From an optimization exercise on the open Yosys and OpenROAD flow, aimed at a short achievable clock period and few clock cycles; shortcuts taken in it are not production practice. In this exercise RTL edits were held to simulation tests only and were not proved equivalent to the original. Power is estimated from default activity; no workload was simulated.

## flow/run.sh

```bash
#!/bin/bash
set -euo pipefail
bash standard.sh ADDER_MAP_FILE= SETUP_SLACK_MARGIN=7 TNS_END_PERCENT=5 \
    "BUFFER_PORTS_ARGS=-buffer_cell sky130_fd_sc_hd__buf_4" \
    "IO_CONSTRAINTS=$PWD/flow/io.tcl" finish > run_make.log 2>&1
```

## flow/io.tcl

```tcl
# Port placement: the data memory bus on the top edge, the instruction
# memory bus on the bottom edge, clock (near the middle) and reset on the left edge.
set_io_pin_constraint -pin_names {dmem_addr[*] dmem_wdata[*] dmem_we dmem_rdata[*]} -region top:*
set_io_pin_constraint -pin_names {imem_addr[*] imem_rdata[*]} -region bottom:*
set_io_pin_constraint -pin_names {clk} -region left:260-300
set_io_pin_constraint -pin_names {rst} -region left:*
```

## standard.sh

```bash
#!/bin/bash
# synth_recipe.tcl (not shown) runs the flow's synth.tcl, then flattens the netlist and writes it again
# the make line also repeats each setting of config.mk as NAME=value (left out here)
make -C /OpenROAD-flow-scripts/flow DESIGN_CONFIG=/design/flow/config.mk WORK_HOME=/design/flow/orfs CLKGATE_MAP_FILE= SYNTH_SCRIPT=/design/flow/synth_recipe.tcl "${@:-finish}"
```

## config.mk

```make
export PLATFORM = sky130hd
export DESIGN_NAME = single_cycle_cpu
export DESIGN_NICKNAME = single_cycle_cpu
export VERILOG_FILES = /design/flow/design.v
export SDC_FILE = /design/flow/constraint.sdc
export NUM_CORES = 8
export LEC_CHECK = 0
export CAP_MARGIN = 20
export CORE_MARGIN = 2
export CORE_UTILIZATION = 65
export PLACE_DENSITY = 0.75
export SLEW_MARGIN = 20
export SYNTH_HIERARCHICAL = 1
export SYNTH_MINIMUM_KEEP_SIZE = 0
```

## constraint.sdc

```tcl
create_clock -name core_clock -period 11.0 [get_ports {clk}]
set_input_delay 2.2000 -clock core_clock [delete_from_list [all_inputs] [get_ports {clk}]]
set_output_delay 2.2000 -clock core_clock [all_outputs]
set_load 0.01 [all_outputs]
```

## design.v

```verilog
module pre_and #(
    parameter int N = 8,
    parameter int L = 3             
) (
    input  logic [N-1:0] x,
    output logic [N-1:0] y
);
    logic [N-1:0] t [0:L];
    always_comb begin
        t[0] = {x[N-2:0], 1'b1};
        for (int l = 0; l < L; l++)
            for (int i = 0; i < N; i++)
                t[l+1][i] = (i >= (1 << l)) ? (t[l][i] & t[l][i - (1 << l)]) : t[l][i];
    end
    assign y = t[L];
endmodule
module inc_add #(
    parameter int N = 62,
    parameter int L = 6             
) (
    input  logic [N-1:0] x,
    output logic [N-1:0] y
);
    logic [N-1:0] c;
    pre_and #(.N(N), .L(L)) u_c (.x(x), .y(c));
    assign y = x ^ c;
endmodule
module ks_add #(
    parameter int W = 64,
    parameter int L = 6             
) (
    input  logic [W-1:0] a,
    input  logic [W-1:0] b,
    input  logic         cin,
    output logic [W-1:0] s
);
    logic [W-1:0] g [0:L];
    logic [W-1:0] p [0:L];
    always_comb begin
        g[0] = a & b;
        p[0] = a ^ b;
        g[0][0] = (a[0] & b[0]) | ((a[0] ^ b[0]) & cin);
        for (int l = 0; l < L; l++)
            for (int i = 0; i < W; i++)
                if (i >= (1 << l)) begin
                    g[l+1][i] = g[l][i] | (p[l][i] & g[l][i - (1 << l)]);
                    p[l+1][i] = p[l][i] & p[l][i - (1 << l)];
                end else begin
                    g[l+1][i] = g[l][i];
                    p[l+1][i] = p[l][i];
                end
    end
    assign s = (a ^ b) ^ {g[L][W-2:0], cin};
endmodule
module sx_add #(
    parameter int W  = 64,
    parameter int K  = 13,
    parameter int LK = 4,           
    parameter int LH = 6            
) (
    input  logic [W-1:0] a,
    input  logic [K-1:0] b,
    output logic [W-1:0] s
);
    logic [K:0]     lo;
    logic [W-K-1:0] hi, up, dn, cu, cd;
    ks_add #(.W(K + 1), .L(LK)) u_lo (.a({1'b0, a[K-1:0]}), .b({1'b0, b}), .cin(1'b0), .s(lo));
    assign hi = a[W-1:K];
    pre_and #(.N(W - K), .L(LH)) u_cu (.x(hi), .y(cu));
    pre_and #(.N(W - K), .L(LH)) u_cd (.x(~hi), .y(cd));
    assign up = hi ^ cu;
    assign dn = hi ^ cd;
    wire c  = lo[K];
    wire sg = b[K-1];
    assign s = {(c == sg) ? hi : (c ? up : dn), lo[K-1:0]};
endmodule
module out_reg #(
    parameter int W = 32
) (
    input  logic         clk,
    input  logic [W-1:0] d,
    output logic [W-1:0] q
);
    always_ff @(posedge clk) q <= d;
endmodule
module late_sel #(
    parameter int W = 64
) (
    input  logic         s,
    input  logic         x,
    input  logic [W-1:0] a,
    input  logic [W-1:0] b,
    output logic [W-1:0] y
);
    assign y = s ? (a ^ {W{x}}) : b;
endmodule
module sum_zero #(
    parameter int W = 64
) (
    input  logic [W-1:0] a,
    input  logic [W-1:0] b,
    input  logic         cin,
    output logic         z
);
    assign z = ((a ^ b) == {a[W-2:0] | b[W-2:0], cin});
endmodule
module all_zero #(
    parameter int W = 64
) (
    input  logic [W-1:0] x,
    output logic         z
);
    assign z = (x == {W{1'b0}});
endmodule
module late_sel2 #(
    parameter int W = 64
) (
    input  logic         s1,
    input  logic         s0,
    input  logic         x,
    input  logic [W-1:0] a1,
    input  logic [W-1:0] a0,
    input  logic [W-1:0] b,
    output logic [W-1:0] y
);
    assign y = s1 ? (a1 ^ {W{x}}) : s0 ? (a0 ^ {W{x}}) : b;
endmodule
module single_cycle_cpu (
    input  logic        clk,
    input  logic        rst,
    output logic [31:0] imem_addr,
    input  logic [31:0] imem_rdata,
    output logic [31:0] dmem_addr,
    output logic [63:0] dmem_wdata,
    output logic        dmem_we,
    input  logic [63:0] dmem_rdata
);
    localparam int NB = 32;                
    logic [63:0]   pc_f;
    logic          v_d;
    logic [31:0]   ir_d;
    logic [63:0]   pc_d;
    logic [63:0]   pc4_d;        
    logic [13:0]   tlo_d;        
    logic          tsg_d;        
    logic [50:0]   hip_d, him_d;  
    wire  [63:0]   tgt = {(tlo_d[13] == tsg_d) ? pc_d[63:13] : (tlo_d[13] ? hip_d : him_d),
                          tlo_d[12:0]};
    logic [63:0]   ra_d, rb_d;   
    logic [NB-1:0] hv_d;         
    logic          hb_d;         
    logic          cf_d;         
    logic          pt_d;         
    logic          fold_d;       
    logic [9:0]    ft_d;         
    logic [9:0]    t_d;          
    logic          yv_d;         
    logic [31:0]   iry_d;
    logic [63:0]   ray_d, rby_d;
    logic          v_e, wr_e, we_e, br_e, cf_e, ld_e, pe_e, hb_e, lg_e, sub_e, orr_e;
    logic          ai_e, op_e, pr_e;
    logic [NB-1:0] hv_e;
    logic [4:0]    rd_e, rs1_e, rs2_e;
    logic [31:0]   ir_e;
    logic [63:0]   a_e, b_e, sd_e;
    logic [31:0]   ar_e;
    logic [63:0]   pc_e, tgt_e, ft_e;
    logic          wr_e1, sub_e1, lg_e1, orr_e1;
    logic [4:0]    rd_e1;
    logic [63:0]   a_e1, b_e1;
    logic          v_w, wr_w, br_w, cf_w, tk_w, hb_w, pr_w;
    logic [NB-1:0] hv_w;
    logic [4:0]    rd_w;
    logic [63:0]   w_res, pc_w, tgt_w, ft_w;
    logic          wr_w1;
    logic [4:0]    rd_w1;
    logic [63:0]   w_res1;
    logic [31:1]   wen_w, wen_w1;  
    logic          wr_x, wr_x1;    
    logic [4:0]    rd_x, rd_x1;
    logic [63:0]   x_res, x_res1;
    wire [NB-1:0]    bv, bbr, bcf, bfv, bpe, bpv;
    wire [NB*10-1:0] ba, bt, bf;
    wire [NB*32-1:0] bpy;
    wire           f_in = (pc_f[63:12] == 52'd0) && (pc_f[1:0] == 2'd0);
    logic [NB-1:0] fh;
    logic [9:0]    f_t, f_f;
    logic [31:0]   f_py;
    always_comb begin
        f_t  = 10'd0;
        f_f  = 10'd0;
        f_py = 32'd0;
        for (int i = 0; i < NB; i++) begin
            fh[i] = f_in && bv[i] && (ba[i*10 +: 10] == pc_f[11:2]);
            f_t  = f_t | (bt[i*10 +: 10] & {10{fh[i]}});
            f_f  = f_f | (bf[i*10 +: 10] & {10{fh[i]}});
            f_py = f_py | (bpy[i*32 +: 32] & {32{fh[i]}});
        end
    end
    wire        f_hb   = |(fh & bbr);
    wire        f_cf   = |(fh & bcf);
    wire        f_pt   = |(fh & bpe);
    wire        f_fold = |(fh & bfv);
    wire        f_pv   = |(fh & bpv);
    wire [61:0] f_inc;
    inc_add #(.N(62), .L(6)) u_finc (.x(pc_f[63:2]), .y(f_inc));
    wire [10:0] f_p8 = pc_f[12:2] + 11'd2;
    wire [13:0] tlo_f;
    wire [50:0] hcu, hcd;
    ks_add #(.W(14), .L(4)) u_tlo (.a({1'b0, pc_f[12:0]}),
        .b({1'b0, imem_rdata[31], imem_rdata[7], imem_rdata[30:25], imem_rdata[11:8], 1'b0}),
        .cin(1'b0), .s(tlo_f));
    pre_and #(.N(51), .L(6)) u_hcu (.x(pc_f[63:13]), .y(hcu));
    pre_and #(.N(51), .L(6)) u_hcd (.x(~pc_f[63:13]), .y(hcd));
    wire [63:0] f_next = {f_inc[61:11],
                          f_pt ? {1'b0, f_t} : f_fold ? {1'b0, f_f} : f_pv ? f_p8 : f_inc[10:0],
                          pc_f[1:0]};
    logic             rst_q;
    always_ff @(posedge clk) rst_q <= rst;
    wire [32*64-1:0]  rfv;
    assign rfv[63:0] = 64'd0;
    genvar g;
    for (g = 1; g < 32; g++) begin : rf
        logic [63:0] q;
        always_ff @(posedge clk) begin
            if (rst_q)
                q <= 64'd0;
            else if (wen_w1[g])
                q <= w_res1;
            else if (wen_w[g])
                q <= w_res;
        end
        assign rfv[g*64 +: 64] = q;
    end
    wire [63:0] ra_f  = rfv[imem_rdata[19:15]*64 +: 64];
    wire [63:0] rb_f  = rfv[imem_rdata[24:20]*64 +: 64];
    wire [63:0] ray_f = rfv[f_py[19:15]*64 +: 64];
    wire [63:0] rby_f = rfv[f_py[24:20]*64 +: 64];
    logic      st_p;
    wire       stall  = v_d && st_p;
    wire [6:0] op_f   = imem_rdata[6:0];
    wire [2:0] f3_f   = imem_rdata[14:12];
    wire       ld_f   = (op_f == 7'b0000011);
    wire       st_f   = (op_f == 7'b0100011);
    wire       ai_f   = (op_f == 7'b0010011);
    wire       op_rf  = (op_f == 7'b0110011);
    wire       br_f   = (op_f == 7'b1100011);
    logic      is_ld, is_st, is_ai, is_op, is_br, writes, lg, orr, sub, same;
    logic [11:0] imm_ls;      
    wire       y_ai_f = (f_py[6:0] == 7'b0010011);
    wire       y_op_f = (f_py[6:0] == 7'b0110011);
    logic      y_ai, y_wr, y_lg, y_orr, y_sub;
    always_ff @(posedge clk) begin
        if (!stall) begin
            is_ld  <= ld_f;
            is_st  <= st_f;
            is_ai  <= ai_f;
            is_op  <= op_rf;
            is_br  <= br_f;
            writes <= (ld_f || ai_f || op_rf) && (imem_rdata[11:7] != 5'd0);
            lg     <= op_rf && (f3_f == 3'b111 || f3_f == 3'b110);    
            orr    <= (f3_f == 3'b110);
            sub    <= op_rf && (f3_f == 3'b000) && (imem_rdata[31:25] == 7'b0100000);
            same   <= (imem_rdata[19:15] == imem_rdata[24:20]);
            imm_ls <= st_f ? {imem_rdata[31:25], imem_rdata[11:7]} : imem_rdata[31:20];
            y_ai   <= y_ai_f;
            y_wr   <= (y_ai_f || y_op_f) && (f_py[11:7] != 5'd0);
            y_lg   <= y_op_f && (f_py[14:12] == 3'b111 || f_py[14:12] == 3'b110);
            y_orr  <= (f_py[14:12] == 3'b110);
            y_sub  <= y_op_f && (f_py[14:12] == 3'b000) && (f_py[31:25] == 7'b0100000);
        end
    end
    wire [4:0] rs1   = ir_d[19:15];
    wire [4:0] rs2   = ir_d[24:20];
    wire [4:0] rd    = ir_d[11:7];
    wire [4:0] rs1y  = iry_d[19:15];
    wire [4:0] rs2y  = iry_d[24:20];
    wire [4:0] rdy   = iry_d[11:7];
    wire [63:0] imm_i  = {{52{ir_d[31]}}, ir_d[31:20]};
    wire [63:0] imm_iy = {{52{iry_d[31]}}, iry_d[31:20]};
    logic [5:0] s_a, s_b, s_ay, s_by;
    wire [4:0]  rs1_f  = imem_rdata[19:15];
    wire [4:0]  rs2_f  = imem_rdata[24:20];
    wire        ldst_f = ld_f || st_f;
    wire        wd     = v_d && writes;
    wire        wd1    = v_d && yv_d && y_wr;
    wire [5:0] fs_a  = {wd1 && (rdy == rs1_f), wd && (rd == rs1_f),
                        wr_e1 && (rd_e1 == rs1_f), wr_e && (rd_e == rs1_f),
                        wr_w1 && (rd_w1 == rs1_f), wr_w && (rd_w == rs1_f)};
    wire [5:0] fs_b  = {wd1 && (rdy == rs2_f), wd && (rd == rs2_f),
                        wr_e1 && (rd_e1 == rs2_f), wr_e && (rd_e == rs2_f),
                        wr_w1 && (rd_w1 == rs2_f), wr_w && (rd_w == rs2_f)};
    wire [5:0] fs_ay = {wd1 && (rdy == f_py[19:15]), wd && (rd == f_py[19:15]),
                        wr_e1 && (rd_e1 == f_py[19:15]), wr_e && (rd_e == f_py[19:15]),
                        wr_w1 && (rd_w1 == f_py[19:15]), wr_w && (rd_w == f_py[19:15])};
    wire [5:0] fs_by = {wd1 && (rdy == f_py[24:20]), wd && (rd == f_py[24:20]),
                        wr_e1 && (rd_e1 == f_py[24:20]), wr_e && (rd_e == f_py[24:20]),
                        wr_w1 && (rd_w1 == f_py[24:20]), wr_w && (rd_w == f_py[24:20])};
    wire [5:0] hs_a  = {2'b00, wr_e1 && (rd_e1 == rs1),  wr_e && (rd_e == rs1),  2'b00};
    wire [5:0] hs_b  = {2'b00, wr_e1 && (rd_e1 == rs2),  wr_e && (rd_e == rs2),  2'b00};
    wire [5:0] hs_ay = {2'b00, wr_e1 && (rd_e1 == rs1y), wr_e && (rd_e == rs1y), 2'b00};
    wire [5:0] hs_by = {2'b00, wr_e1 && (rd_e1 == rs2y), wr_e && (rd_e == rs2y), 2'b00};
    always_ff @(posedge clk) begin
        if (!stall) begin
            s_a  <= fs_a;
            s_b  <= fs_b;
            s_ay <= fs_ay;
            s_by <= fs_by;
            st_p <= ldst_f && ((wd && (rd == rs1_f)) || (wd1 && (rdy == rs1_f)));
        end else begin
            s_a  <= hs_a;
            s_b  <= hs_b;
            s_ay <= hs_ay;
            s_by <= hs_by;
            st_p <= 1'b0;
        end
    end
    wire [63:0] a_c  = s_a[3]  ? w_res1 : s_a[2]  ? w_res : s_a[1]  ? x_res1 : s_a[0]  ? x_res : ra_d;
    wire [63:0] b_c  = s_b[3]  ? w_res1 : s_b[2]  ? w_res : s_b[1]  ? x_res1 : s_b[0]  ? x_res : rb_d;
    wire [63:0] ay_c = s_ay[3] ? w_res1 : s_ay[2] ? w_res : s_ay[1] ? x_res1 : s_ay[0] ? x_res : ray_d;
    wire [63:0] by_c = s_by[3] ? w_res1 : s_by[2] ? w_res : s_by[1] ? x_res1 : s_by[0] ? x_res : rby_d;
    logic [63:0] e_res, e_res1;
    logic [63:0] e_oth, sum, lgc1, sum1;
    wire        e_sum  = !ld_e && !lg_e;
    wire        e_sum1 = !lg_e1;
    wire [63:0] r_a  = s_a[5]  ? lgc1 : s_a[4]  ? e_oth : a_c;
    wire [63:0] r_b  = s_b[5]  ? lgc1 : s_b[4]  ? e_oth : b_c;
    wire [63:0] r_ay = s_ay[5] ? lgc1 : s_ay[4] ? e_oth : ay_c;
    wire [63:0] r_by = s_by[5] ? lgc1 : s_by[4] ? e_oth : by_c;
    wire [63:0] a_nx, sd_nx, b_nx, ay_nx, by_nx;
    late_sel2 #(.W(64)) u_fa (.s1(s_a[5] && e_sum1), .s0(!s_a[5] && s_a[4] && e_sum), .x(1'b0),
        .a1(sum1), .a0(sum), .b(r_a), .y(a_nx));
    late_sel2 #(.W(64)) u_fs (.s1(s_b[5] && e_sum1), .s0(!s_b[5] && s_b[4] && e_sum), .x(1'b0),
        .a1(sum1), .a0(sum), .b(r_b), .y(sd_nx));
    wire [63:0] b_ot  = is_ai ? imm_i : r_b;
    late_sel2 #(.W(64)) u_fb (.s1(!is_ai && s_b[5] && e_sum1), .s0(!is_ai && !s_b[5] && s_b[4] && e_sum),
        .x(sub), .a1(sum1), .a0(sum), .b(b_ot ^ {64{sub}}), .y(b_nx));
    late_sel2 #(.W(64)) u_fay (.s1(s_ay[5] && e_sum1), .s0(!s_ay[5] && s_ay[4] && e_sum), .x(1'b0),
        .a1(sum1), .a0(sum), .b(r_ay), .y(ay_nx));
    wire [63:0] by_ot = y_ai ? imm_iy : r_by;
    late_sel2 #(.W(64)) u_fby (.s1(!y_ai && s_by[5] && e_sum1), .s0(!y_ai && !s_by[5] && s_by[4] && e_sum),
        .x(y_sub), .a1(sum1), .a0(sum), .b(by_ot ^ {64{y_sub}}), .y(by_nx));
    wire [31:0] ar_nx;
    sx_add #(.W(32), .K(12), .LK(4), .LH(5)) u_agu (.a(a_c[31:0]), .b(imm_ls), .s(ar_nx));
    wire [63:0] ft      = fold_d ? {52'd0, ft_d, 2'd0} : pc4_d;
    wire        d_taken = is_br && (hb_d ? pt_d : same);
    wire        dir_d = cf_d ? pt_d : d_taken;
    wire        d_redir = v_d && !stall && (dir_d != pt_d);
    wire [63:0] d_rpc   = pt_d ? ft : (cf_d ? {52'd0, t_d, 2'd0} : tgt);
    wire [63:0] bb_e = b_e;
    ks_add #(.W(64), .L(6)) u_alu (.a(a_e), .b(bb_e), .cin(sub_e), .s(sum));
    wire [63:0] lgc  = orr_e ? (a_e | b_e) : (a_e & b_e);
    assign e_oth = ld_e ? dmem_rdata : lgc;
    late_sel #(.W(64)) u_er (.s(e_sum), .x(1'b0), .a(sum), .b(e_oth), .y(e_res));
    ks_add #(.W(64), .L(6)) u_alu1 (.a(a_e1), .b(b_e1), .cin(sub_e1), .s(sum1));
    assign lgc1 = orr_e1 ? (a_e1 | b_e1) : (a_e1 & b_e1);
    late_sel #(.W(64)) u_er1 (.s(e_sum1), .x(1'b0), .a(sum1), .b(lgc1), .y(e_res1));
    wire z_s, z_l, z_m, eq_e;
    sum_zero #(.W(64)) u_zse (.a(a_e), .b(bb_e), .cin(sub_e), .z(z_s));
    all_zero #(.W(64)) u_zle (.x(lgc), .z(z_l));
    all_zero #(.W(64)) u_zme (.x(dmem_rdata), .z(z_m));
    all_zero #(.W(64)) u_eqe (.x(a_e ^ b_e), .z(eq_e));
    wire z_x  = ld_e ? z_m : (lg_e ? z_l : z_s);
    wire z_s1, z_l1;
    sum_zero #(.W(64)) u_zse1 (.a(a_e1), .b(b_e1), .cin(sub_e1), .z(z_s1));
    all_zero #(.W(64)) u_zle1 (.x(lgc1), .z(z_l1));
    wire z_x1 = lg_e1 ? z_l1 : z_s1;
    wire        take  = cf_e ? (pr_e ? z_x1 : z_x) : eq_e;
    wire        mis   = (br_e || cf_e) && (take != pe_e);
    wire [63:0] e_rpc = pe_e ? ft_e : tgt_e;
    assign dmem_addr  = ar_e;
    assign dmem_wdata = sd_e;
    assign dmem_we    = we_e;
    wire go = v_d && !stall && !mis;
    wire [63:0] pc_nx;
    late_sel #(.W(64)) u_pce (.s(mis && !rst), .x(1'b0), .a(e_rpc),
        .b(rst ? 64'd0 : d_redir ? d_rpc : stall ? pc_f : f_next), .y(pc_nx));
    always_ff @(posedge clk) pc_f <= pc_nx;
    out_reg #(.W(32)) u_imem_addr (.clk(clk), .d(pc_nx[31:0]), .q(imem_addr));
    always_ff @(posedge clk) begin
        if (rst)
            v_d <= 1'b0;
        else if (mis || d_redir)
            v_d <= 1'b0;
        else if (!stall)
            v_d <= 1'b1;
        if (!stall) begin
            ir_d   <= imem_rdata;
            pc_d   <= pc_f;
            pc4_d  <= {f_inc, pc_f[1:0]};
            tlo_d  <= tlo_f;
            tsg_d  <= imem_rdata[31];
            hip_d  <= pc_f[63:13] ^ hcu;
            him_d  <= pc_f[63:13] ^ hcd;
            ra_d   <= rst_q ? 64'd0 : ra_f;
            rb_d   <= rst_q ? 64'd0 : rb_f;
            hv_d   <= fh;
            hb_d   <= f_hb;
            cf_d   <= f_cf;
            pt_d   <= f_pt;
            fold_d <= f_fold;
            ft_d   <= f_f;
            t_d    <= f_t;
            yv_d   <= f_pv;
            iry_d  <= f_py;
            ray_d  <= rst_q ? 64'd0 : ray_f;
            rby_d  <= rst_q ? 64'd0 : rby_f;
        end else begin
            ra_d   <= a_c;
            rb_d   <= b_c;
            ray_d  <= ay_c;
            rby_d  <= by_c;
        end
    end
    always_ff @(posedge clk) begin
        if (rst) begin
            v_e   <= 1'b0;
            wr_e  <= 1'b0;
            we_e  <= 1'b0;
            br_e  <= 1'b0;
            cf_e  <= 1'b0;
            pr_e  <= 1'b0;
            wr_e1 <= 1'b0;
        end else begin
            v_e   <= go;
            wr_e  <= go && writes;
            we_e  <= go && is_st;
            br_e  <= go && is_br;
            cf_e  <= go && cf_d;
            pr_e  <= go && yv_d;
            wr_e1 <= go && yv_d && y_wr;
        end
        ld_e   <= is_ld;
        lg_e   <= lg;
        orr_e  <= orr;
        sub_e  <= sub;
        ai_e   <= is_ai;
        op_e   <= is_op;
        rd_e   <= rd;
        rs1_e  <= rs1;
        rs2_e  <= rs2;
        ir_e   <= ir_d;
        a_e    <= a_nx;
        b_e    <= b_nx;
        sd_e   <= sd_nx;
        ar_e   <= ar_nx;
        pe_e   <= dir_d;
        hv_e   <= hv_d;
        hb_e   <= hb_d;
        pc_e   <= pc_d;
        tgt_e  <= cf_d ? {52'd0, t_d, 2'd0} : tgt;
        ft_e   <= ft;
        rd_e1  <= rdy;
        a_e1   <= ay_nx;
        b_e1   <= by_nx;
        sub_e1 <= y_sub;
        lg_e1  <= y_lg;
        orr_e1 <= y_orr;
    end
    always_ff @(posedge clk) begin
        if (rst) begin
            v_w   <= 1'b0;
            wr_w  <= 1'b0;
            br_w  <= 1'b0;
            cf_w  <= 1'b0;
            pr_w  <= 1'b0;
            wr_x  <= 1'b0;
            wr_w1 <= 1'b0;
            wr_x1 <= 1'b0;
        end else begin
            v_w   <= v_e;
            wr_w  <= wr_e;
            br_w  <= br_e;
            cf_w  <= cf_e;
            pr_w  <= pr_e;
            wr_x  <= wr_w;
            wr_w1 <= wr_e1;
            wr_x1 <= wr_w1;
        end
        w_res  <= e_res;
        w_res1 <= e_res1;
        for (int i = 1; i < 32; i++) begin
            wen_w[i]  <= !rst && wr_e && (rd_e == i);
            wen_w1[i] <= !rst && wr_e1 && (rd_e1 == i);
        end
        rd_w   <= rd_e;
        rd_w1  <= rd_e1;
        tk_w   <= take;
        hv_w   <= hv_e;
        hb_w   <= hb_e;
        pc_w   <= pc_e;
        tgt_w  <= tgt_e;
        ft_w   <= ft_e;
        x_res  <= w_res;
        rd_x   <= rd_w;
        x_res1 <= w_res1;
        rd_x1  <= rd_w1;
    end
    localparam logic [2:0] K_BR = 3'd0, K_UF = 3'd1, K_DF = 3'd2, K_CF = 3'd3, K_PR = 3'd4;
    wire in_w   = (pc_w[63:12] == 52'd0) && (pc_w[1:0] == 2'd0);
    wire in_e   = (pc_e[63:12] == 52'd0) && (pc_e[1:0] == 2'd0);
    wire in_tw  = (tgt_w[63:12] == 52'd0) && (tgt_w[1:0] == 2'd0);
    wire in_te  = (tgt_e[63:12] == 52'd0) && (tgt_e[1:0] == 2'd0);
    wire seq_ew = v_w && in_w && in_e && (pc_w[11:2] + 10'd1 == pc_e[11:2]);
    wire same_e = (rs1_e == rs2_e);
    logic        q_br, q_uc, q_df, q_ncf, q_seq, q_cfb, q_cfx, q_prx, q_pry;
    logic        q_seq2, q_cfb1, q_cfx1, q_ufp;
    logic [9:0]  q_aw, q_tw, q_te, q_pe1;
    logic [31:0] q_y;
    always_ff @(posedge clk) begin
        if (rst) begin
            q_br  <= 1'b0;
            q_uc  <= 1'b0;
            q_cfb <= 1'b0;
            q_pry <= 1'b0;
            q_cfb1 <= 1'b0;
        end else begin
            q_br  <= br_w && tk_w && !hb_w && in_w && in_tw;
            q_uc  <= br_e && same_e && in_te;
            q_cfb <= br_e && !same_e && in_te && (pc_e[11:2] != 10'h3ff) &&
                     ((rs1_e == rd_w && rs2_e == 5'd0) || (rs2_e == rd_w && rs1_e == 5'd0));
            q_cfb1 <= br_e && !same_e && in_te && (pc_e[11:2] != 10'h3ff) &&
                      ((rs1_e == rd_w1 && rs2_e == 5'd0) || (rs2_e == rd_w1 && rs1_e == 5'd0));
            q_pry <= v_e && !pr_e && (ai_e || op_e) && (hv_e == '0) &&
                     !(wr_w && (rs1_e == rd_w || (op_e && rs2_e == rd_w)));
        end
        q_df  <= cf_w && (ft_w == pc_e);
        q_ncf <= !cf_w;
        q_seq <= seq_ew;
        q_cfx <= !br_w && !cf_w && !pr_w && wr_w;
        q_prx <= !br_w && !cf_w && !pr_w && (hv_w == '0);
        q_seq2 <= v_w && in_w && in_e && (pc_w[11:2] + 10'd2 == pc_e[11:2]);
        q_cfx1 <= pr_w && !cf_w && wr_w1;
        q_ufp  <= pr_w && !cf_w;
        q_aw  <= pc_w[11:2];
        q_tw  <= tgt_w[11:2];
        q_te  <= tgt_e[11:2];
        q_pe1 <= pc_e[11:2] + 10'd1;
        q_y   <= ir_e;
    end
    wire rq_br = q_br;
    wire rq_df = q_uc && q_df;
    wire rq_uf = q_uc && ((q_ncf && q_seq) || (q_ufp && q_seq2));
    wire rq_cf = (q_cfb && q_seq && q_cfx) || (q_cfb1 && q_seq2 && q_cfx1);
    wire rq_pr = q_pry && q_seq && q_prx;
    logic        rq_v;
    logic [2:0]  rq_k;
    logic [9:0]  rq_a, rq_t, rq_f;
    logic [31:0] rq_y;
    logic        rq_p;        
    always_ff @(posedge clk) begin
        if (rst)
            rq_v <= 1'b0;
        else
            rq_v <= rq_br || rq_uf || rq_df || rq_cf || rq_pr;
        rq_a <= q_aw;
        if (rq_br) begin
            rq_k <= K_BR;
            rq_t <= q_tw;
        end else begin
            rq_k <= rq_cf ? K_CF : rq_df ? K_DF : rq_uf ? K_UF : K_PR;
            rq_t <= q_te;
        end
        rq_f <= rq_cf ? q_pe1 : q_te;
        rq_y <= q_y;
        rq_p <= !(q_cfb && q_seq && q_cfx) && !(q_ncf && q_seq);
    end
    logic [NB-1:0] rm, rm_nx;
    logic [NB-1:0] vp;         
    wire rq_hit = |rm;
    wire alloc  = rq_v && !rq_hit && (rq_k != K_DF) && !(rq_p && (rq_k == K_CF || rq_k == K_UF));
    wire same_a = (rq_a == q_aw);
    always_comb
        for (int i = 0; i < NB; i++)
            rm_nx[i] = (bv[i] && (ba[i*10 +: 10] == q_aw) && !(alloc && vp[i])) ||
                       (alloc && vp[i] && same_a);
    always_ff @(posedge clk) rm <= rm_nx;
    always_ff @(posedge clk) begin
        if (rst)
            vp <= {{(NB-1){1'b0}}, 1'b1};
        else if (alloc)
            vp <= {vp[NB-2:0], vp[NB-1]};
    end
    wire upd_en = br_w || cf_w;
    for (g = 0; g < NB; g++) begin : btb
        logic        v, br, cf, fv, pv;
        logic [9:0]  a, t, f;
        logic [31:0] py;
        logic        h;           
        logic [3:0]  pht;         
        logic [3:0]  lc, lt;      
        logic        lq;          
        assign bv[g]          = v;
        assign bbr[g]         = br;
        assign bcf[g]         = cf;
        assign bfv[g]         = fv;
        assign bpv[g]         = pv;
        assign ba[g*10 +: 10] = a;
        assign bt[g*10 +: 10] = t;
        assign bf[g*10 +: 10] = f;
        assign bpy[g*32 +: 32] = py;
        wire        iw  = upd_en && hv_w[g];
        wire [3:0]  c1  = iw ? (tk_w ? 4'd0 : lc + 4'd1) : lc;
        wire        wt  = iw && tk_w;
        wire [3:0]  lte = wt ? lc : lt;
        wire        lqe = wt ? (lc == lt) : lq;
        wire        he  = iw ? tk_w : h;
        assign bpe[g] = (br || cf) && (lqe ? (c1 == lte) : (he ? pht[3] : pht[1]));
        wire mine = rq_v && rm[g];
        wire newe = alloc && vp[g];
        always_ff @(posedge clk) begin
            if (rst) begin
                v <= 1'b0;
            end else begin
                if (upd_en && hv_w[g] && (br || cf)) begin
                    h <= tk_w;
                    if (h) begin
                        if (tk_w)
                            pht[3:2] <= (pht[3:2] == 2'd3) ? 2'd3 : pht[3:2] + 2'd1;
                        else
                            pht[3:2] <= (pht[3:2] == 2'd0) ? 2'd0 : pht[3:2] - 2'd1;
                    end else begin
                        if (tk_w)
                            pht[1:0] <= (pht[1:0] == 2'd3) ? 2'd3 : pht[1:0] + 2'd1;
                        else
                            pht[1:0] <= (pht[1:0] == 2'd0) ? 2'd0 : pht[1:0] - 2'd1;
                    end
                    if (tk_w) begin
                        lq <= (lc == lt);
                        lt <= lc;
                        lc <= 4'd0;
                    end else if (lc == 4'd15) begin
                        lq <= 1'b0;
                    end else begin
                        lc <= lc + 4'd1;
                    end
                end
                if ((mine || newe) && rq_k == K_BR) begin
                    br  <= 1'b1;
                    cf  <= 1'b0;
                    pv  <= 1'b0;
                    t   <= rq_t;
                    h   <= 1'b1;
                    pht <= 4'b1011;
                    lc  <= 4'd0;
                    lt  <= 4'd0;
                    lq  <= 1'b0;
                end
                if (((mine && !cf && (pv == rq_p)) || newe) && rq_k == K_UF) begin
                    fv <= 1'b1;
                    f  <= rq_f;
                end
                if (mine && cf && rq_k == K_DF)
                    f <= rq_f;
                if ((newe || (mine && pv && !cf && rq_p)) && rq_k == K_CF) begin
                    cf  <= 1'b1;
                    t   <= rq_t;
                    fv  <= 1'b1;
                    f   <= rq_f;
                    h   <= 1'b0;
                    pht <= 4'b0101;
                    lc  <= 4'd0;
                    lt  <= 4'd0;
                    lq  <= 1'b0;
                end
                if (((mine && !br && !cf && !fv) || newe) && rq_k == K_PR) begin
                    pv <= 1'b1;
                    py <= rq_y;
                end
                if (newe) begin
                    v  <= 1'b1;
                    a  <= rq_a;
                    pv <= (rq_k == K_PR);
                    if (rq_k != K_BR)
                        br <= 1'b0;
                    if (rq_k == K_BR || rq_k == K_PR)
                        fv <= 1'b0;
                    if (rq_k == K_UF || rq_k == K_PR)
                        cf <= 1'b0;
                end
            end
        end
    end
endmodule
```

==> flow_summary_export.csv, run 1 <==
group,metric,value,unit
status,error,"[ERROR GRT-0232] Routing congestion too high. Check the congestion heatmap in the GUI.",
floorplanning,die_h,774,um
status,status,"stopped before the end",
clocking,clockRootBuffer,"clkbuf_16",
floorplanning,start_util,65.3,%
global_route,grt_max_degree,177,
yosys,synth_cells,41500,
global_route,grt_overflow,1,
status,haltStage,"global routing (5_1_grt)",
clocking,cts_hold_buf,0,
place,gp_congestion,1.10,
clocking,htreeDepth,6,
clocking,cts_buffers,702,
clocking,cts.path.max_buffers,4,
floorplanning,rows,282,
global_route,track_usage,69.1,%
clocking,clkSinkCount,6720,
place,dpl.hpwl,1200000,um
yosys,yosys_warnings,23,
yosys,avgSynthCellArea,9.30,um2
yosys,syn-cell-area,386000,um2
place,io_buffers,226,
floorplanning,die_w,774,um
floorplanning,io_pins,227,
-- how the worst max path moves through the flow --
stage	startpoint	endpoint	slack (ns)
after CTS	a_e[21]	sd_e[61]	6.53
after floorplan	imem_rdata[20]	rb_d[16]	6.72
after global placement	pc_f[9]	rby_d[9]	3.59
after detailed placement	pc_f[9]	rby_d[33]	3.54
-- power by group through the flow --
stage                     combinational (mW)  sequential [mW]  clock (mW)
after CTS                               2.75             26.7        24.9
after detailed placement                2.53             27.2           0
after global placement                  2.49             27.2           0
after floorplan                         1.70             27.0           0
-- repair_timing --
item	4_1_cts
gates resized for setup	1411
cloned	175
setup buffers	447
setup endpoints to repair	2138
pin swaps	182
-- per-layer routing --
| metal | track usage [%] | overflow |
|---|---|---|
| met3 | 53.3 | 1 |
| met5 | 28.5 | 0 |
| met1 | 75.5 | 0 |
| met2 | 82.1 | 0 |
| met4 | 60.2 | 0 |
-- stage by stage --
stage | setup WS, ns | cell area (um2) | std cells
after global placement | 3.59 | 391000 | 46800
after detailed placement | 3.54 | 392000 | 46800
after floorplan | 6.72 | 386000 | 41500
after CTS | 6.53 | 431000 | 48700
Testbench counts, summed over its fixed seeds: cycles 84,888.
==> inputs of run 2 (changes only) <==
--- a/design.v
+++ b/design.v
@@ -158,3 +158,2 @@
     logic [31:0]   iry_d;
-    logic [63:0]   ray_d, rby_d;
     logic          v_e, wr_e, we_e, br_e, cf_e, ld_e, pe_e, hb_e, lg_e, sub_e, orr_e;
@@ -167,5 +166,6 @@
     logic [63:0]   pc_e, tgt_e, ft_e;
-    logic          wr_e1, sub_e1, lg_e1, orr_e1;
+    logic          wr_e1;
     logic [4:0]    rd_e1;
-    logic [63:0]   a_e1, b_e1;
+    logic [63:0]   a_e1;
+    logic [11:0]   imm_e1;
     logic          v_w, wr_w, br_w, cf_w, tk_w, hb_w, pr_w;
@@ -183,3 +183,4 @@
     wire [NB*10-1:0] ba, bt, bf;
-    wire [NB*32-1:0] bpy;
+    wire [NB*22-1:0] bpy;         
+    wire [NB*11-1:0] bnx;         
     wire           f_in = (pc_f[63:12] == 52'd0) && (pc_f[1:0] == 2'd0);
@@ -187,3 +188,4 @@
     logic [9:0]    f_t, f_f;
-    logic [31:0]   f_py;
+    logic [21:0]   f_py;
+    logic [10:0]   f_nx;
     always_comb begin
@@ -191,3 +193,4 @@
         f_f  = 10'd0;
-        f_py = 32'd0;
+        f_py = 22'd0;
+        f_nx = 11'd0;
         for (int i = 0; i < NB; i++) begin
@@ -196,3 +199,4 @@
             f_f  = f_f | (bf[i*10 +: 10] & {10{fh[i]}});
-            f_py = f_py | (bpy[i*32 +: 32] & {32{fh[i]}});
+            f_py = f_py | (bpy[i*22 +: 22] & {22{fh[i]}});
+            f_nx = f_nx | (bnx[i*11 +: 11] & {11{fh[i]}});
         end
@@ -206,3 +210,2 @@
     inc_add #(.N(62), .L(6)) u_finc (.x(pc_f[63:2]), .y(f_inc));
-    wire [10:0] f_p8 = pc_f[12:2] + 11'd2;
     wire [13:0] tlo_f;
@@ -215,3 +218,3 @@
     wire [63:0] f_next = {f_inc[61:11],
-                          f_pt ? {1'b0, f_t} : f_fold ? {1'b0, f_f} : f_pv ? f_p8 : f_inc[10:0],
+                          (|fh) ? f_nx : f_inc[10:0],
                           pc_f[1:0]};
@@ -236,4 +239,2 @@
     wire [63:0] rb_f  = rfv[imem_rdata[24:20]*64 +: 64];
-    wire [63:0] ray_f = rfv[f_py[19:15]*64 +: 64];
-    wire [63:0] rby_f = rfv[f_py[24:20]*64 +: 64];
     logic      st_p;
@@ -249,5 +250,2 @@
     logic [11:0] imm_ls;      
-    wire       y_ai_f = (f_py[6:0] == 7'b0010011);
-    wire       y_op_f = (f_py[6:0] == 7'b0110011);
-    logic      y_ai, y_wr, y_lg, y_orr, y_sub;
     always_ff @(posedge clk) begin
@@ -265,7 +263,2 @@
             imm_ls <= st_f ? {imem_rdata[31:25], imem_rdata[11:7]} : imem_rdata[31:20];
-            y_ai   <= y_ai_f;
-            y_wr   <= (y_ai_f || y_op_f) && (f_py[11:7] != 5'd0);
-            y_lg   <= y_op_f && (f_py[14:12] == 3'b111 || f_py[14:12] == 3'b110);
-            y_orr  <= (f_py[14:12] == 3'b110);
-            y_sub  <= y_op_f && (f_py[14:12] == 3'b000) && (f_py[31:25] == 7'b0100000);
         end
@@ -275,2 +268,3 @@
     wire [4:0] rd    = ir_d[11:7];
+    wire       y_wr  = (iry_d[11:7] != 5'd0);
     wire [4:0] rs1y  = iry_d[19:15];
@@ -280,3 +274,3 @@
     wire [63:0] imm_iy = {{52{iry_d[31]}}, iry_d[31:20]};
-    logic [5:0] s_a, s_b, s_ay, s_by;
+    logic [5:0] s_a, s_b;
     wire [4:0]  rs1_f  = imem_rdata[19:15];
@@ -292,12 +286,4 @@
                         wr_w1 && (rd_w1 == rs2_f), wr_w && (rd_w == rs2_f)};
-    wire [5:0] fs_ay = {wd1 && (rdy == f_py[19:15]), wd && (rd == f_py[19:15]),
-                        wr_e1 && (rd_e1 == f_py[19:15]), wr_e && (rd_e == f_py[19:15]),
-                        wr_w1 && (rd_w1 == f_py[19:15]), wr_w && (rd_w == f_py[19:15])};
-    wire [5:0] fs_by = {wd1 && (rdy == f_py[24:20]), wd && (rd == f_py[24:20]),
-                        wr_e1 && (rd_e1 == f_py[24:20]), wr_e && (rd_e == f_py[24:20]),
-                        wr_w1 && (rd_w1 == f_py[24:20]), wr_w && (rd_w == f_py[24:20])};
     wire [5:0] hs_a  = {2'b00, wr_e1 && (rd_e1 == rs1),  wr_e && (rd_e == rs1),  2'b00};
     wire [5:0] hs_b  = {2'b00, wr_e1 && (rd_e1 == rs2),  wr_e && (rd_e == rs2),  2'b00};
-    wire [5:0] hs_ay = {2'b00, wr_e1 && (rd_e1 == rs1y), wr_e && (rd_e == rs1y), 2'b00};
-    wire [5:0] hs_by = {2'b00, wr_e1 && (rd_e1 == rs2y), wr_e && (rd_e == rs2y), 2'b00};
     always_ff @(posedge clk) begin
@@ -306,4 +292,2 @@
             s_b  <= fs_b;
-            s_ay <= fs_ay;
-            s_by <= fs_by;
             st_p <= ldst_f && ((wd && (rd == rs1_f)) || (wd1 && (rdy == rs1_f)));
@@ -312,4 +296,2 @@
             s_b  <= hs_b;
-            s_ay <= hs_ay;
-            s_by <= hs_by;
             st_p <= 1'b0;
@@ -319,25 +301,22 @@
     wire [63:0] b_c  = s_b[3]  ? w_res1 : s_b[2]  ? w_res : s_b[1]  ? x_res1 : s_b[0]  ? x_res : rb_d;
-    wire [63:0] ay_c = s_ay[3] ? w_res1 : s_ay[2] ? w_res : s_ay[1] ? x_res1 : s_ay[0] ? x_res : ray_d;
-    wire [63:0] by_c = s_by[3] ? w_res1 : s_by[2] ? w_res : s_by[1] ? x_res1 : s_by[0] ? x_res : rby_d;
+    wire [63:0] ray_r = rfv[rs1y*64 +: 64];
+    wire [5:0]  s_ay  = {wr_e1 && (rd_e1 == rs1y), wr_e && (rd_e == rs1y),
+                         wr_w1 && (rd_w1 == rs1y), wr_w && (rd_w == rs1y), 2'b00};
+    wire [63:0] ay_c = s_ay[3] ? w_res1 : s_ay[2] ? w_res : ray_r;
     logic [63:0] e_res, e_res1;
-    logic [63:0] e_oth, sum, lgc1, sum1;
+    logic [63:0] e_oth, sum, sum1;
     wire        e_sum  = !ld_e && !lg_e;
-    wire        e_sum1 = !lg_e1;
-    wire [63:0] r_a  = s_a[5]  ? lgc1 : s_a[4]  ? e_oth : a_c;
-    wire [63:0] r_b  = s_b[5]  ? lgc1 : s_b[4]  ? e_oth : b_c;
-    wire [63:0] r_ay = s_ay[5] ? lgc1 : s_ay[4] ? e_oth : ay_c;
-    wire [63:0] r_by = s_by[5] ? lgc1 : s_by[4] ? e_oth : by_c;
-    wire [63:0] a_nx, sd_nx, b_nx, ay_nx, by_nx;
-    late_sel2 #(.W(64)) u_fa (.s1(s_a[5] && e_sum1), .s0(!s_a[5] && s_a[4] && e_sum), .x(1'b0),
+    wire [63:0] r_a  = s_a[4]  ? e_oth : a_c;
+    wire [63:0] r_b  = s_b[4]  ? e_oth : b_c;
+    wire [63:0] r_ay = s_ay[4] ? e_oth : ay_c;
+    wire [63:0] a_nx, sd_nx, b_nx, ay_nx;
+    late_sel2 #(.W(64)) u_fa (.s1(s_a[5]), .s0(!s_a[5] && s_a[4] && e_sum), .x(1'b0),
         .a1(sum1), .a0(sum), .b(r_a), .y(a_nx));
-    late_sel2 #(.W(64)) u_fs (.s1(s_b[5] && e_sum1), .s0(!s_b[5] && s_b[4] && e_sum), .x(1'b0),
+    late_sel2 #(.W(64)) u_fs (.s1(s_b[5]), .s0(!s_b[5] && s_b[4] && e_sum), .x(1'b0),
         .a1(sum1), .a0(sum), .b(r_b), .y(sd_nx));
     wire [63:0] b_ot  = is_ai ? imm_i : r_b;
-    late_sel2 #(.W(64)) u_fb (.s1(!is_ai && s_b[5] && e_sum1), .s0(!is_ai && !s_b[5] && s_b[4] && e_sum),
+    late_sel2 #(.W(64)) u_fb (.s1(!is_ai && s_b[5]), .s0(!is_ai && !s_b[5] && s_b[4] && e_sum),
         .x(sub), .a1(sum1), .a0(sum), .b(b_ot ^ {64{sub}}), .y(b_nx));
-    late_sel2 #(.W(64)) u_fay (.s1(s_ay[5] && e_sum1), .s0(!s_ay[5] && s_ay[4] && e_sum), .x(1'b0),
+    late_sel2 #(.W(64)) u_fay (.s1(s_ay[5]), .s0(!s_ay[5] && s_ay[4] && e_sum), .x(1'b0),
         .a1(sum1), .a0(sum), .b(r_ay), .y(ay_nx));
-    wire [63:0] by_ot = y_ai ? imm_iy : r_by;
-    late_sel2 #(.W(64)) u_fby (.s1(!y_ai && s_by[5] && e_sum1), .s0(!y_ai && !s_by[5] && s_by[4] && e_sum),
-        .x(y_sub), .a1(sum1), .a0(sum), .b(by_ot ^ {64{y_sub}}), .y(by_nx));
     wire [31:0] ar_nx;
@@ -354,5 +333,4 @@
     late_sel #(.W(64)) u_er (.s(e_sum), .x(1'b0), .a(sum), .b(e_oth), .y(e_res));
-    ks_add #(.W(64), .L(6)) u_alu1 (.a(a_e1), .b(b_e1), .cin(sub_e1), .s(sum1));
-    assign lgc1 = orr_e1 ? (a_e1 | b_e1) : (a_e1 & b_e1);
-    late_sel #(.W(64)) u_er1 (.s(e_sum1), .x(1'b0), .a(sum1), .b(lgc1), .y(e_res1));
+    sx_add #(.W(64), .K(12), .LK(4), .LH(6)) u_alu1 (.a(a_e1), .b(imm_e1), .s(sum1));
+    assign e_res1 = sum1;
     wire z_s, z_l, z_m, eq_e;
@@ -363,6 +341,4 @@
     wire z_x  = ld_e ? z_m : (lg_e ? z_l : z_s);
-    wire z_s1, z_l1;
-    sum_zero #(.W(64)) u_zse1 (.a(a_e1), .b(b_e1), .cin(sub_e1), .z(z_s1));
-    all_zero #(.W(64)) u_zle1 (.x(lgc1), .z(z_l1));
-    wire z_x1 = lg_e1 ? z_l1 : z_s1;
+    wire z_x1;
+    sum_zero #(.W(64)) u_zse1 (.a(a_e1), .b({{52{imm_e1[11]}}, imm_e1}), .cin(1'b0), .z(z_x1));
     wire        take  = cf_e ? (pr_e ? z_x1 : z_x) : eq_e;
@@ -404,5 +380,3 @@
             yv_d   <= f_pv;
-            iry_d  <= f_py;
-            ray_d  <= rst_q ? 64'd0 : ray_f;
-            rby_d  <= rst_q ? 64'd0 : rby_f;
+            iry_d  <= {f_py[21:10], f_py[9:5], 3'b000, f_py[4:0], 7'b0010011};
         end else begin
@@ -410,4 +384,2 @@
             rb_d   <= b_c;
-            ray_d  <= ay_c;
-            rby_d  <= by_c;
         end
@@ -454,6 +426,3 @@
         a_e1   <= ay_nx;
-        b_e1   <= by_nx;
-        sub_e1 <= y_sub;
-        lg_e1  <= y_lg;
-        orr_e1 <= y_orr;
+        imm_e1 <= iry_d[31:20];
     end
@@ -523,4 +492,3 @@
                       ((rs1_e == rd_w1 && rs2_e == 5'd0) || (rs2_e == rd_w1 && rs1_e == 5'd0));
-            q_pry <= v_e && !pr_e && (ai_e || op_e) && (hv_e == '0) &&
-                     !(wr_w && (rs1_e == rd_w || (op_e && rs2_e == rd_w)));
+            q_pry <= v_e && !pr_e && ai_e && (hv_e == '0) && !(wr_w && (rs1_e == rd_w));
         end
@@ -587,3 +555,3 @@
         logic [9:0]  a, t, f;
-        logic [31:0] py;
+        logic [21:0] py;
         logic        h;           
@@ -600,3 +568,3 @@
         assign bf[g*10 +: 10] = f;
-        assign bpy[g*32 +: 32] = py;
+        assign bpy[g*22 +: 22] = py;
         wire        iw  = upd_en && hv_w[g];
@@ -608,2 +576,4 @@
         assign bpe[g] = (br || cf) && (lqe ? (c1 == lte) : (he ? pht[3] : pht[1]));
+        assign bnx[g*11 +: 11] = bpe[g] ? {1'b0, t} : fv ? {1'b0, f} :
+                                 pv ? {1'b0, a} + 11'd2 : {1'b0, a} + 11'd1;
         wire mine = rq_v && rm[g];
@@ -667,3 +637,3 @@
                     pv <= 1'b1;
-                    py <= rq_y;
+                    py <= {rq_y[31:15], rq_y[11:7]};
                 end
--- a/flow/io.tcl
+++ b/flow/io.tcl
@@ -4,3 +4,3 @@
 set_io_pin_constraint -pin_names {imem_addr[*] imem_rdata[*]} -region bottom:*
-set_io_pin_constraint -pin_names {clk} -region left:260-300
+set_io_pin_constraint -pin_names {clk} -region left:290-330
 set_io_pin_constraint -pin_names {rst} -region left:*
--- a/config.mk
+++ b/config.mk
@@ -9,4 +9,3 @@
 export CORE_MARGIN = 2
-export CORE_UTILIZATION = 65
-export PLACE_DENSITY = 0.75
+export CORE_UTILIZATION = 45
 export SLEW_MARGIN = 20
==> flow_summary_export.csv, run 2 <==
group,metric,value,unit
timing,final_max_slew_viol_count,10,
clocking,clkSlewWorstSetupHoldPaths,0.07,ns
power,leakage,141,nW
clocking,htreeDepth,6,
yosys,syn-cell-area,347000,um2
floorplanning,die_h,883,um
power,vdd_ir_drop_max,0.182,mV
job,cap_viol_max_count,1,
cells_and_area,layout_common_cells,"nor2_1 (5391), dfxtp_1 (3275), a21oi_1 (2959), mux2i_1 (2694), edfxtp_1 (2597)",
setup_path,slowest_stage,"nor4_4",
setup_path,crit_arrival,6.13,ns
global_route,grt_max_degree,200,
clocking,clkSinkCount,6158,
timing,rsz0062_at_grt,"yes",
detailed_routing,drc,0,
clocking,clockRootBuffer,"clkbuf_16",
status,status,"finished with violations",
power,power_per_cell_area,133,nW/um2
cells_and_area,fillers,67900,
timing,setup_violations,0,
global_route,grt_overflow,0,
detailed_routing,routed_wl,2010000,um
cells_and_area,largest_register,"rf.q",
detailed_routing,ant_nets,0,
timing,tightest_slew,1.52,ns
yosys,yosys_warnings,25,
cells_and_area,area_growth_syn_to_layout,15.1,%
timing,fin_tns_setup,0,ns
timing,fmax,0.197,GHz
clocking,cts_hold_buf,0,
setup_path,worstSetupEndpointType,"register",
setup_path,crit_chain,"buf_16 -> buf_12 -> buf_16 -> buf_8 -> o21ai_4 -> buf_4 -> buf_4 -> a21boi_1 -> o221ai_1 -> a211o_1 -> buf_4 -> nand3_1 -> o221ai_1 -> buf_4 -> and4_1 -> o2111ai_2 -> nor4_4 -> a21oi_1 -> nor2_1 -> a21oi_1",
cells_and_area,final_util,52.0,%
setup_path,critPathKind,"reg2reg",
setup_path,worstSetupStartpointType,"register",
timing,hold_ws,0.306,ns
timing,relSlewSlack,-1.16,%
detailed_routing,route.vias.total,317000,
global_route,track_usage,49.4,%
timing,clock_skew,0.122,ns
setup_path,cp_common_cell,"buf_4",
status,so.violations,"capacitance limit, slew limit",
floorplanning,die-area,779000,um2
global_route,antenna_found_initial,313,
floorplanning,start_util,45.2,%
place,dpl.hpwl,1330000,um
cells_and_area,biggestRegsByFlops,"rf.q x1984, btb.py x704",
floorplanning,io_pins,227,
floorplanning,rows,322,
clocking,clk_latency,1.25,ns
setup_path,crit_fanout,8,
cells_and_area,drive_above_1_share,19.8,%
global_route,grt_pass1_vias,284000,
worst_hold_path,hold_path.class,"reg2reg",
detailed_routing,dr.pass1.iters,12,
clocking,cts_buffers,707,
setup_path,crit_required,12.05,ns
cells_and_area,mostFrequentLayoutCell,"nor2_1",
clocking,cts.path.max_buffers,4,
clocking,cts_tree,"yes",
place,gp_congestion,1.16,
detailed_routing,wl_per_cell,45.0,um
floorplanning,core_area,769000,um2
detailed_routing,viasPerCell,7.10,
yosys,synth_cells,34100,
place,io_buffers,226,
timing,hold_viol_final,0,
cells_and_area,final_net_count,33600,
cells_and_area,largest_register_ffs,1984,
floorplanning,die_w,883,um
yosys,avgSynthCellArea,10.2,um2
detailed_routing,drt_iter0_drc,56200,
timing,period_needed,5.08,ns
timing,fin_crit_sh,46.2,%
setup_path,slowest_delay,0.67,ns
global_route,grt_pass1_wl,2620000,um
run 2: timing repair:
action | in CTS | in global routing
setup endpoints to repair | 3098 | 2921
buffers inserted | 379 | 73
gates cloned | 77 | 14
pin swaps | 250 | 59
resized for setup | 1474 | 223
run 2: per-stage QoR:
stage | cell area [um2] | std cells | power [mW] | setup slack [ns]
after floorplan | 349000 | 34100 | 26.4 | 6.89
after global placement | 360000 | 42500 | 27.8 | 3.18
after detailed placement | 361000 | 42500 | 27.8 | 3.35
after CTS | 397000 | 44200 | 52.9 | 6.15
after global routing | 399000 | 44500 | 54.0 | 6.13
final | 400000 | 44700 | 53.2 | 5.92
run 2: worst paths after layout:
| path | to | slack, ns | start | depth (start not counted) |
|---|---|---|---|---|
| max | u_imem_addr.q[3] | 5.92 | br_w | 20 |
| min reg2reg | ft_w[60] | 0.31 | ft_e[60] | 0 |
| max reg2reg | u_imem_addr.q[3] | 5.92 | br_w | 20 |
| min | ft_w[60] | 0.31 | ft_e[60] | 0 |
run 2: report_power, final:
group          switching (mW)  leakage [nW]  internal [mW]  total, mW
Clock                    11.0          11.9           14.3       25.3
Combinational            2.55          76.1           1.06       3.61
Sequential              0.323          53.4           24.0       24.3
run 2: cell type report:
| cell class | count | area, um2 | area share (%) |
|---|---|---|---|
| Clock buffer | 977 | 20300 | 5.07 |
| Tap cell | 10200 | 12800 | 3.19 |
| Antenna cell | 390 | 976 | 0.244 |
| Timing Repair inverter | 3 | 68.8 | 0.0172 |
| Inverter | 472 | 1910 | 0.478 |
| Timing Repair Buffer | 2017 | 21000 | 5.24 |
| Multi-Input combinational cell | 24200 | 189000 | 47.2 |
| Sequential cell | 6158 | 150000 | 37.5 |
| Clock inverter | 332 | 4130 | 1.03 |
run 2: critical path: cells and delay by family (launching register included):
family | cells | cell delay [ns]
buffers and inverters | 8 | 1.36
AO/OA/AOI/OAI | 8 | 1.47
flip-flops | 1 | 0.36
AND/OR/NAND/NOR | 4 | 1.61
run 2: per-layer routing:
layer / track usage, % / up-vias / wire length, um
met5: 0.0738 / - / 1020
met4: 39.8 / 116 / 204000
met3: 19.9 / 7004 / 295000
met2: 67.2 / 27100 / 792000
met1: 61.5 / 158000 / 719000
li1: - / 125000 / -
Testbench counts of run 2, summed over its fixed seeds: cycles 87,395.
==> inputs of run 3 (changes only) <==
--- a/design.v
+++ b/design.v
@@ -137,3 +137,3 @@
 );
-    localparam int NB = 32;                
+    localparam int NB = 16;                
     logic [63:0]   pc_f;
@@ -168,3 +168,2 @@
     logic [4:0]    rd_e1;
-    logic [63:0]   a_e1;
     logic [11:0]   imm_e1;
@@ -183,3 +182,3 @@
     wire [NB*10-1:0] ba, bt, bf;
-    wire [NB*22-1:0] bpy;         
+    wire [NB*17-1:0] bpy;         
     wire [NB*11-1:0] bnx;         
@@ -188,3 +187,3 @@
     logic [9:0]    f_t, f_f;
-    logic [21:0]   f_py;
+    logic [16:0]   f_py;
     logic [10:0]   f_nx;
@@ -193,3 +192,3 @@
         f_f  = 10'd0;
-        f_py = 22'd0;
+        f_py = 17'd0;
         f_nx = 11'd0;
@@ -199,3 +198,3 @@
             f_f  = f_f | (bf[i*10 +: 10] & {10{fh[i]}});
-            f_py = f_py | (bpy[i*22 +: 22] & {22{fh[i]}});
+            f_py = f_py | (bpy[i*17 +: 17] & {17{fh[i]}});
             f_nx = f_nx | (bnx[i*11 +: 11] & {11{fh[i]}});
@@ -301,8 +300,4 @@
     wire [63:0] b_c  = s_b[3]  ? w_res1 : s_b[2]  ? w_res : s_b[1]  ? x_res1 : s_b[0]  ? x_res : rb_d;
-    wire [63:0] ray_r = rfv[rs1y*64 +: 64];
-    wire [5:0]  s_ay  = {wr_e1 && (rd_e1 == rs1y), wr_e && (rd_e == rs1y),
-                         wr_w1 && (rd_w1 == rs1y), wr_w && (rd_w == rs1y), 2'b00};
-    wire [63:0] ay_c = s_ay[3] ? w_res1 : s_ay[2] ? w_res : ray_r;
     logic [63:0] e_res, e_res1;
-    logic [63:0] e_oth, sum, sum1;
+    logic [63:0] e_oth, sum;
     wire        e_sum  = !ld_e && !lg_e;
@@ -310,13 +305,10 @@
     wire [63:0] r_b  = s_b[4]  ? e_oth : b_c;
-    wire [63:0] r_ay = s_ay[4] ? e_oth : ay_c;
-    wire [63:0] a_nx, sd_nx, b_nx, ay_nx;
-    late_sel2 #(.W(64)) u_fa (.s1(s_a[5]), .s0(!s_a[5] && s_a[4] && e_sum), .x(1'b0),
-        .a1(sum1), .a0(sum), .b(r_a), .y(a_nx));
-    late_sel2 #(.W(64)) u_fs (.s1(s_b[5]), .s0(!s_b[5] && s_b[4] && e_sum), .x(1'b0),
-        .a1(sum1), .a0(sum), .b(r_b), .y(sd_nx));
+    wire [63:0] a_nx, sd_nx, b_nx;
+    late_sel #(.W(64)) u_fa (.s(!s_a[5] && s_a[4] && e_sum), .x(1'b0), .a(sum),
+        .b(s_a[5] ? e_res1 : r_a), .y(a_nx));
+    late_sel #(.W(64)) u_fs (.s(!s_b[5] && s_b[4] && e_sum), .x(1'b0), .a(sum),
+        .b(s_b[5] ? e_res1 : r_b), .y(sd_nx));
     wire [63:0] b_ot  = is_ai ? imm_i : r_b;
-    late_sel2 #(.W(64)) u_fb (.s1(!is_ai && s_b[5]), .s0(!is_ai && !s_b[5] && s_b[4] && e_sum),
-        .x(sub), .a1(sum1), .a0(sum), .b(b_ot ^ {64{sub}}), .y(b_nx));
-    late_sel2 #(.W(64)) u_fay (.s1(s_ay[5]), .s0(!s_ay[5] && s_ay[4] && e_sum), .x(1'b0),
-        .a1(sum1), .a0(sum), .b(r_ay), .y(ay_nx));
+    late_sel #(.W(64)) u_fb (.s(!is_ai && !s_b[5] && s_b[4] && e_sum), .x(sub), .a(sum),
+        .b((!is_ai && s_b[5]) ? (e_res1 ^ {64{sub}}) : (b_ot ^ {64{sub}})), .y(b_nx));
     wire [31:0] ar_nx;
@@ -333,4 +325,3 @@
     late_sel #(.W(64)) u_er (.s(e_sum), .x(1'b0), .a(sum), .b(e_oth), .y(e_res));
-    sx_add #(.W(64), .K(12), .LK(4), .LH(6)) u_alu1 (.a(a_e1), .b(imm_e1), .s(sum1));
-    assign e_res1 = sum1;
+    assign e_res1 = {{52{imm_e1[11]}}, imm_e1};
     wire z_s, z_l, z_m, eq_e;
@@ -341,4 +332,3 @@
     wire z_x  = ld_e ? z_m : (lg_e ? z_l : z_s);
-    wire z_x1;
-    sum_zero #(.W(64)) u_zse1 (.a(a_e1), .b({{52{imm_e1[11]}}, imm_e1}), .cin(1'b0), .z(z_x1));
+    wire z_x1 = (imm_e1 == 12'd0);
     wire        take  = cf_e ? (pr_e ? z_x1 : z_x) : eq_e;
@@ -380,3 +370,3 @@
             yv_d   <= f_pv;
-            iry_d  <= {f_py[21:10], f_py[9:5], 3'b000, f_py[4:0], 7'b0010011};
+            iry_d  <= {f_py[16:5], 5'd0, 3'b000, f_py[4:0], 7'b0010011};
         end else begin
@@ -425,3 +415,2 @@
         rd_e1  <= rdy;
-        a_e1   <= ay_nx;
         imm_e1 <= iry_d[31:20];
@@ -492,3 +481,3 @@
                       ((rs1_e == rd_w1 && rs2_e == 5'd0) || (rs2_e == rd_w1 && rs1_e == 5'd0));
-            q_pry <= v_e && !pr_e && ai_e && (hv_e == '0) && !(wr_w && (rs1_e == rd_w));
+            q_pry <= v_e && !pr_e && ai_e && (rs1_e == 5'd0) && (hv_e == '0);
         end
@@ -537,2 +526,9 @@
     logic [NB-1:0] vp;         
+    logic [NB-1:0] usedb;        
+    always_ff @(posedge clk) begin
+        if (rst)
+            usedb <= '0;
+        else
+            usedb <= (usedb & ~(vp & {NB{!alloc}})) | fh;
+    end
     wire rq_hit = |rm;
@@ -548,3 +544,3 @@
             vp <= {{(NB-1){1'b0}}, 1'b1};
-        else if (alloc)
+        else if (alloc || |(vp & usedb))
             vp <= {vp[NB-2:0], vp[NB-1]};
@@ -555,3 +551,3 @@
         logic [9:0]  a, t, f;
-        logic [21:0] py;
+        logic [16:0] py;
         logic        h;           
@@ -568,3 +564,3 @@
         assign bf[g*10 +: 10] = f;
-        assign bpy[g*22 +: 22] = py;
+        assign bpy[g*17 +: 17] = py;
         wire        iw  = upd_en && hv_w[g];
@@ -637,3 +633,3 @@
                     pv <= 1'b1;
-                    py <= {rq_y[31:15], rq_y[11:7]};
+                    py <= {rq_y[31:20], rq_y[11:7]};
                 end
--- a/flow/io.tcl
+++ b/flow/io.tcl
@@ -4,3 +4,3 @@
 set_io_pin_constraint -pin_names {imem_addr[*] imem_rdata[*]} -region bottom:*
-set_io_pin_constraint -pin_names {clk} -region left:290-330
+set_io_pin_constraint -pin_names {clk} -region left:270-310
 set_io_pin_constraint -pin_names {rst} -region left:*
--- a/config.mk
+++ b/config.mk
@@ -7,6 +7,7 @@
 export LEC_CHECK = 0
-export CAP_MARGIN = 20
+export CAP_MARGIN = 30
 export CORE_MARGIN = 2
-export CORE_UTILIZATION = 45
-export SLEW_MARGIN = 20
+export CORE_UTILIZATION = 50
+export PLACE_DENSITY = 0.6
+export SLEW_MARGIN = 30
 export SYNTH_HIERARCHICAL = 1
==> flow_summary_export.csv, run 3 <==
group,metric,value,unit
clocking,clkSinkCount,4695,
cells_and_area,layout_common_cells,"nor2_1 (3305), dfxtp_1 (3057), a211oi_1 (1821), nor2b_1 (1794), edfxtp_1 (1376)",
clocking,clk_latency,1.11,ns
yosys,yosys_warnings,23,
clocking,cts.path.max_buffers,4,
clocking,cts_buffers,536,
cells_and_area,area_growth_syn_to_layout,12.8,%
timing,fin_tns_setup,0,ns
detailed_routing,route.vias.total,216000,
place,placedInstanceArea,251000,um2
setup_path,slowest_stage,"dfxtp_4",
timing,clock_skew,0.0669,ns
yosys,syn-cell-area,245000,um2
worst_hold_path,holdPathStages,0,
yosys,avgSynthCellArea,10.1,um2
cells_and_area,largest_register,"rf.q",
clocking,clkSlewWorstSetupHoldPaths,0.06,ns
detailed_routing,drc,0,
power,leakage,101,nW
setup_path,critical-path-top-delay-family,"compound AO/OA/AOI/OAI gates",
clocking,htreeDepth,6,
setup_path,regToRegSetupSlack,6.56,ns
setup_path,worstSetupEndpointType,"register",
setup_path,crit_arrival,5.43,ns
job,cap_viol_max_count,0,
global_route,grt_pass1_vias,195000,
floorplanning,io_pins,227,
cells_and_area,largest_register_ffs,1984,
floorplanning,start_util,50.3,%
detailed_routing,wl_per_cell,38.9,um
cells_and_area,design_area,276000,um2
timing,tightest_slew,1.30,ns
global_route,grt_overflow,0,
timing,period_needed,4.44,ns
place,dpl.hpwl,737000,um
global_route,track_usage,46.0,%
timing,final_max_slew_viol_count,0,
floorplanning,die-area,495000,um2
setup_path,crit_fanout,28,
setup_path,crit_required,11.99,ns
global_route,grt_pass1_wl,1600000,um
cells_and_area,drive_above_1_share,18.2,%
place,io_buffers,226,
timing,hold_viol_final,0,
timing,rsz0062_at_grt,"yes",
floorplanning,die_h,703,um
detailed_routing,routed_wl,1190000,um
power,power_per_cell_area,142,nW/um2
global_route,grt_max_degree,148,
cells_and_area,mostFrequentLayoutCell,"nor2_1",
timing,fmax,0.225,GHz
cells_and_area,final_net_count,23600,
floorplanning,die_w,703,um
detailed_routing,dr.pass1.iters,11,
timing,fin_crit_sh,40.4,%
clocking,clockRootBuffer,"clkbuf_16",
detailed_routing,drt_iter0_drc,37300,
detailed_routing,viasPerCell,7.06,
cells_and_area,biggestRegsByFlops,"rf.q x1984, btb.py x272",
floorplanning,core_area,487000,um2
status,status,"complete, no violations",
floorplanning,rows,256,
setup_path,worstSetupStartpointType,"register",
setup_path,crit_buf_inv,1,
detailed_routing,ant_nets,0,
clocking,cts_tree,"yes",
setup_path,reg2regPathDepth,13,
worst_hold_path,hold_path.class,"reg2reg",
power,vdd_ir_drop_max,0.168,mV
setup_path,crit_chain,"buf_6 -> mux2i_1 -> nor2_1 -> a21oi_1 -> nor2_1 -> a21oi_1 -> o21ai_1 -> o21ai_0 -> o21ai_0 -> mux2i_1 -> xnor2_1 -> nor2_1 -> a21oi_1",
timing,setup_violations,0,
global_route,antenna_found_initial,126,
setup_path,slowest_delay,0.86,ns
setup_path,crit_cells,13,
yosys,synth_cells,24300,
timing,relSlewSlack,13.4,%
place,gp_congestion,1.08,
setup_path,critPathKind,"reg2reg",
## run 3: changes by cell type in the layout (fill, tap and decap cells not counted), moves of 266 or more
cell | before | now
a21oi_1 | 2959 | 1197
mux2i_1 | 2694 | 767
nand2_1 | 1255 | 852
buf_4 | 1545 | 808
nor2_1 | 5391 | 3305
a22oi_1 | 414 | 43
xnor2_1 | 1369 | 1064
diode_2 | 390 | 94
nor2b_1 | 190 | 1794
edfxtp_1 | 2597 | 1376
a211oi_1 | 206 | 1821
a32o_1 | 267 | 1
mux4_2 | 1728 | 1152
o22ai_1 | 437 | 144
## run 3: cell type report
type	instances	area, um2
clock buffer	778	15500
antenna	94	235
tap	6450	8070
clock inverter	197	2220
fill	41600	211000
timing repair buffer	1050	10700
sequential	4695	108000
multi-input combinational	16900	130000
inverter	333	1290
## run 3: per-layer routing
metal	part of all wire (%)	vias to the layer above	routed length [um]	track usage, %
li1	-	86500	-	-
met1	38	107000	447000	61.1
met2	38	18200	457000	60.6
met3	17	4149	201000	22.4
met4	6.9	104	81800	25.4
met5	0.13	-	1530	0.680
## run 3: path summary, 6_finish.rpt
| check | from | end |
|---|---|---|
| min | pc_d[4] | pc_e[4] |
| min reg2reg | pc_d[4] | pc_e[4] |
| max | s_b[0] | b_e[1] |
| max reg2reg | s_b[0] | b_e[1] |
## run 3: through the flow
stage	total power [mW]	cells	hold WS, ns	util [%]	worst slack, ns
floorplan	19.9	24300	0.310	-	6.88
detailed placement	20.9	29200	0.312	51.6	4.19
CTS	39.0	30300	0.313	56.2	6.70
finish	39.3	30500	0.312	56.7	6.56
global placement	20.9	29200	0.312	51.5	4.01
global route	39.9	30500	0.314	56.7	6.66
## run 3: where the power goes
group	switching (mW)	internal, mW	leakage (nW)
Combinational	1.80	0.781	52.5
Sequential	0.321	18.0	40.3
Clock	7.91	10.5	8.63
Total	10.0	29.2	101
## run 3: what timing repair did
action                     in CTS  in global routing
resized for setup             630                324
setup endpoints to repair    1298                839
cloned                         30                 17
hold buffers                    0                  0
pin swaps                     101                 54
setup buffers                 124                 54
Testbench counts of run 3, summed over its fixed seeds: cycles 97,783.

[afterwards: timing with drivers on the ports]
The results above use ideal ports. As a check the final layouts listed here were re-extracted and re-timed, cells and wires unchanged. Step 1 (the two cells are an assumption about what drives the block):
set clk [get_ports {clk}]
set_driving_cell -lib_cell sky130_fd_sc_hd__clkbuf_16 $clk
set_driving_cell -lib_cell sky130_fd_sc_hd__buf_2 [delete_from_list [all_inputs] $clk]
Step 2 adds t to the input delays and takes it off the output delays; t is the mean of the earliest and latest rising clock arrival at the registers after step 1. Input paths then give back, and output paths get back, about the clock's delay inside the block. a / b / c = ideal / step 1 / step 2; a / b = the first two.
| run | t (ns) | setup slack, ns | hold slack, ns | clock arrival spread, ns |
|---|---|---|---|---|
| run 2 | 1.313 | 5.919 / 5.919 / 4.795 | 0.306 / 0.306 / 0.306 | 0.129 / 0.129 |
| run 3 | 1.172 | 6.559 / 6.469 / 5.297 | 0.312 / 0.312 / 0.312 | 0.068 / 0.068 |
For run 3, which loses most, drivers alone change the setup slack by -0.090 ns; drivers and shift together by -1.262 ns.
